This is an optimization exercise on Yosys and OpenROAD, whose aim is small area, a short achievable clock period and few clock cycles per item, not a production implementation. Function was checked by simulation only, so behaviour that the tests miss may differ from the original. Power is estimated from default activity; no workload was simulated.

Design adler32, start of the top module:
module adler32(
    input clock,
    input rst_n,
    input size_valid,
    input [31:0] size,
    input data_start,
    input [7:0] data,
    output checksum_valid,
    output [31:0] checksum
);
Size in the first run: roughly 880 cells after synthesis, roughly 110 flip-flops.
Settings: LEC_CHECK=0, ABC_AREA=1, CAP_MARGIN=20, CORE_MARGIN=2, CORE_UTILIZATION=55, CTS_BUF_LIST=sky130_fd_sc_hd__clkbuf_4 sky130_fd_sc_hd__clkbuf_8, SETUP_SLACK_MARGIN=4.8, SLEW_MARGIN=20; clock period 7.5 ns.
standard.sh (not shown) runs the stock make flow with config.mk's settings and CLKGATE_MAP_FILE= SYNTH_SCRIPT=/design/flow/synth_recipe.tcl, a recipe that flattens the netlist after the stock synthesis.
==> flow/flow/run.sh <==
#!/bin/bash
# Standard layout, with plain buffers on the ports.
export BUFFER_PORTS_ARGS="-buffer_cell sky130_fd_sc_hd__buf_2"
bash standard.sh > standard.log 2>&1
The first run passed the timing, DRC and antenna checks.
Testbench counts at the start, summed over its fixed seeds: cycles 572,122, bytes 568,898.
==> next run, changes <==
==> flow/flow/run.sh (replaced) <==
#!/bin/bash
# Standard layout, with plain buffers on the ports.
export BUFFER_PORTS_ARGS="-buffer_cell sky130_fd_sc_hd__buf_4"
bash standard.sh > standard.log 2>&1
- CORE_UTILIZATION: 55 -> 40
Routed wire length goes up by a few percent.
Setup slack is better by 0.020 ns.
Worst hold slack gains 0.0080 ns.
Final area increases by a few percent.
Maximum frequency climbs slightly.
Via count decreases slightly.
Area after synthesis stays the same.
Total power is higher slightly.
Global-route usage decreases by 5.6 points.
Utilization fell by 15 points.
Clock-buffer cell count decreases by 1.
==> next run, changes <==
==> flow/flow/run.sh (replaced) <==
#!/bin/bash
# Standard layout with plain buffers on the ports; synthesis is the standard
# one except that ABC maps the logic with the script in flow/abc.script.
set -o pipefail
export BUFFER_PORTS_ARGS="-buffer_cell sky130_fd_sc_hd__buf_2"
W=$PWD
cp flow/abc.script $W/abc_custom.script
{
  echo "proc abc {args} {"
  echo "  set i [lsearch -exact \$args -script]"
  echo "  if {\$i >= 0} { lset args [expr {\$i + 1}] $W/abc_custom.script }"
  echo "  yosys abc {*}\$args"
  echo "}"
  cat synth_recipe.tcl
} > $W/custom_synth.tcl
sed "s#SYNTH_SCRIPT=[^ ]*#SYNTH_SCRIPT=$W/custom_synth.tcl#" standard.sh > $W/custom_standard.sh
bash $W/custom_standard.sh > standard.log 2>&1
==> flow/flow/abc.script (new file) <==
strash
&get -n
&fraig -x
&put
scorr
dc2
strash
&get -n
&dch -f
&nf
&put
topo
stime -c
buffer -c
upsize -c
dnsize -c
- ABC_AREA: 1 -> default
What happened: The new run finished clean. Count of clock-buffer cells in the layout is lower by 1. Synthesized cell count is lower by well over a third. Core utilization is higher by 1.6 points. Cell area is lower by roughly a tenth. Routed wire length is lower by a quarter to a third. Power is lower by about a fifth. Worst setup slack degrades by 1.1 ns. First-iteration DRC count is lower by a quarter to a third. Synthesized area is lower by about a fifth. Sequential power is higher slightly.
==> next run, changes <==
==> flow/flow/run.sh (replaced) <==
#!/bin/bash
# Standard layout, with plain buffers on the ports.
export BUFFER_PORTS_ARGS="-buffer_cell sky130_fd_sc_hd__buf_2"
bash standard.sh > standard.log 2>&1
- ABC_AREA: default -> 1
- SETUP_SLACK_MARGIN: 4.8 -> 5
removed: flow/flow/abc.script
Effect: Final cell count went up by well over a third. Maximum frequency went up by well over a third. Synthesized area went up by about a fifth. Final area went up by about a fifth. Clock power went up by roughly a tenth. Global-route usage went up by 2.4 points. Die area went up by about a fifth.
==> next run, changes <==
- SETUP_SLACK_MARGIN: 5 -> 4.95
Result: Area after synthesis stays the same; critical path depth came out higher by 4; via count goes up by 1.6%.
==> next run, changes <==
- CORE_UTILIZATION: 40 -> 50
- GPL_ROUTABILITY_DRIVEN: default -> 0
- SETUP_SLACK_MARGIN: 4.95 -> 4.8
What happened: Cell area is lower by a little under a tenth. Power is lower by roughly a tenth. Clock-buffer cell count does not change. Wire length is lower by a little under a tenth. Sequential share of layout area is higher by 2.8 points. Non-clock buffer count is lower by 16. Area after synthesis stays the same.

* * *

adler32, a different RTL version from the one above (not shown whole).
For scale: roughly 760 cells after synthesis, about 110 flip-flops, about 77 I/O pins.
Settings: LEC_CHECK=0, ABC_AREA=1, CAP_MARGIN=20, CORE_MARGIN=2, CORE_UTILIZATION=50, CTS_BUF_LIST=sky130_fd_sc_hd__clkbuf_4 sky130_fd_sc_hd__clkbuf_8, SETUP_SLACK_MARGIN=5, SLEW_MARGIN=20; clock period 7.5 ns.
==> flow/flow/run.sh <==
#!/bin/bash
# Standard layout, with these changes to how it is made:
#  - plain buffers (buf_1) on the ports;
#  - the full and half adder cells are added to the don't-use list, so that
#    synthesis maps adders to plain gates;
#  - ABC maps the logic with flow/abc.script (a delay-targeted map with area
#    recovery) instead of the flow's area script. The rest of synthesis is
#    synth_recipe.tcl unchanged.
set -o pipefail
W=$PWD
export BUFFER_PORTS_ARGS="-buffer_cell sky130_fd_sc_hd__buf_1"
BASE=$(make -s -C "$FLOW_HOME" DESIGN_CONFIG="$W/config.mk" WORK_HOME="$W/orfs" print-DONT_USE_CELLS 2>/dev/null | sed -n 's/^DONT_USE_CELLS: //p')
DU="$BASE sky130_fd_sc_hd__fa_1 sky130_fd_sc_hd__fa_2 sky130_fd_sc_hd__fa_4 sky130_fd_sc_hd__ha_1 sky130_fd_sc_hd__ha_2 sky130_fd_sc_hd__ha_4"
cp flow/abc.script "$W/abc_custom.script"
{
  echo "proc abc {args} {"
  echo "  set i [lsearch -exact \$args -script]"
  echo "  if {\$i >= 0} { lset args [expr {\$i + 1}] $W/abc_custom.script }"
  echo "  yosys abc {*}\$args"
  echo "}"
  cat synth_recipe.tcl
} > "$W/custom_synth.tcl"
sed "s#SYNTH_SCRIPT=[^ ]*#SYNTH_SCRIPT=$W/custom_synth.tcl#" standard.sh > "$W/custom_standard.sh"
bash "$W/custom_standard.sh" "DONT_USE_CELLS=$DU" finish > standard.log 2>&1
==> flow/flow/abc.script <==
strash
&get -n
&dc2
&dch
&put
map -B 0.9
topo
stime -c
buffer -c
upsize -c
dnsize -c
Testbench counts at the start, summed over its fixed seeds: cycles 572,122, bytes 568,898.
Edit:
==> flow/flow/run.sh (replaced) <==
#!/bin/bash
# Standard layout, with two changes to how it is made:
#  - plain buffers (buf_2) on the ports;
#  - the full and half adder cells are added to the don't-use list, so that
#    synthesis maps adders to plain gates (faster after timing repair).
set -o pipefail
export BUFFER_PORTS_ARGS="-buffer_cell sky130_fd_sc_hd__buf_2"
BASE=$(make -s -C "$FLOW_HOME" DESIGN_CONFIG="$PWD/config.mk" WORK_HOME="$PWD/orfs" print-DONT_USE_CELLS 2>/dev/null | sed -n 's/^DONT_USE_CELLS: //p')
DU="$BASE sky130_fd_sc_hd__fa_1 sky130_fd_sc_hd__fa_2 sky130_fd_sc_hd__fa_4 sky130_fd_sc_hd__ha_1 sky130_fd_sc_hd__ha_2 sky130_fd_sc_hd__ha_4"
bash standard.sh "DONT_USE_CELLS=$DU" finish > standard.log 2>&1
removed: flow/flow/abc.script
=>
- wire length climbs by 22%
- worst setup slack is better by 0.054 ns
- total power went up by 20%
- area after synthesis rises by 13%
- clock skew is about the same
- sequential power is higher by about 0.7%
- register-to-register slack gains 0.03 ns
Edit:
==> flow/flow/run.sh (replaced) <==
#!/bin/bash
# Standard layout, with these changes to how it is made:
#  - plain buffers (buf_2) on the ports;
#  - the full and half adder cells are added to the don't-use list, so that
#    synthesis maps adders to plain gates;
#  - ABC maps the logic with flow/abc.script (a delay-targeted map with area
#    recovery) instead of the flow's area script. The rest of synthesis is
#    synth_recipe.tcl unchanged.
set -o pipefail
W=$PWD
export BUFFER_PORTS_ARGS="-buffer_cell sky130_fd_sc_hd__buf_2"
BASE=$(make -s -C "$FLOW_HOME" DESIGN_CONFIG="$W/config.mk" WORK_HOME="$W/orfs" print-DONT_USE_CELLS 2>/dev/null | sed -n 's/^DONT_USE_CELLS: //p')
DU="$BASE sky130_fd_sc_hd__fa_1 sky130_fd_sc_hd__fa_2 sky130_fd_sc_hd__fa_4 sky130_fd_sc_hd__ha_1 sky130_fd_sc_hd__ha_2 sky130_fd_sc_hd__ha_4"
cp flow/abc.script "$W/abc_custom.script"
{
  echo "proc abc {args} {"
  echo "  set i [lsearch -exact \$args -script]"
  echo "  if {\$i >= 0} { lset args [expr {\$i + 1}] $W/abc_custom.script }"
  echo "  yosys abc {*}\$args"
  echo "}"
  cat synth_recipe.tcl
} > "$W/custom_synth.tcl"
sed "s#SYNTH_SCRIPT=[^ ]*#SYNTH_SCRIPT=$W/custom_synth.tcl#" standard.sh > "$W/custom_standard.sh"
bash "$W/custom_standard.sh" "DONT_USE_CELLS=$DU" finish > standard.log 2>&1
==> flow/flow/abc.script (new file) <==
strash
&get -n
&dc2
&dch
&put
map -B 0.9
topo
stime -c
buffer -c
upsize -c
dnsize -c
- CTS_CLUSTER_DIAMETER: unset -> 80
- CTS_CLUSTER_SIZE: unset -> 30
Result:
- The changed run finished clean
- via count goes down by 13%
- synthesized cell count is lower by 16%
- design area went down by 7.4%
- die area decreases by 11%
- setup slack improved by 0.0066 ns
- routed wire length went down by 19%

==> re-timing with driven ports <==
The flow's constraints put no driver on any port. The routed layouts listed below were extracted and timed again, unchanged, in two steps. Step 1 sets driving cells, clkbuf_16 on the clock port and buf_2 on the other inputs (assumed; they add their load-dependent delay and slew). Step 2 adds t to the input delays and takes it off the output delays; t is the mean of the earliest and latest rising clock arrival at the registers after step 1. Input paths then give back, and output paths get back, about the clock's delay inside the block. Three values: no drivers, after step 1, after step 2; two values: the first two.
| run | t, ns | setup slack, ns | worst setup path after step 2 | slew at the worst register clock pin (ns) |
|---|---|---|---|---|
| the first run of note 1 | 0.411 | 4.890 / 4.890 / 4.890 | register to register | 0.10 / 0.10 |
| the second run of note 1 | 0.410 | 4.910 / 4.909 / 4.910 | register to register | 0.11 / 0.11 |
| the third run of note 1 | 0.412 | 3.849 / 3.849 / 3.849 | register to register | 0.11 / 0.11 |
| the fourth run of note 1 | 0.423 | 4.948 / 4.948 / 4.948 | register to register | 0.12 / 0.12 |
| the fifth run of note 1 | 0.413 | 4.922 / 4.897 / 4.922 | register to register | 0.11 / 0.11 |
| the sixth run of note 1 | 0.419 | 4.896 / 4.896 / 4.896 | register to register | 0.11 / 0.11 |
| the first run of note 2 | 0.402 | 4.988 / 4.956 / 5.014 | input to register | 0.10 / 0.10 |
| the second run of note 2 | 0.424 | 5.042 / 5.005 / 5.050 | input to register | 0.11 / 0.11 |
| the third run of note 2 | 0.402 | 5.049 / 5.017 / 5.072 | input to register | 0.10 / 0.10 |
After both steps setup and hold are still met in every run listed.
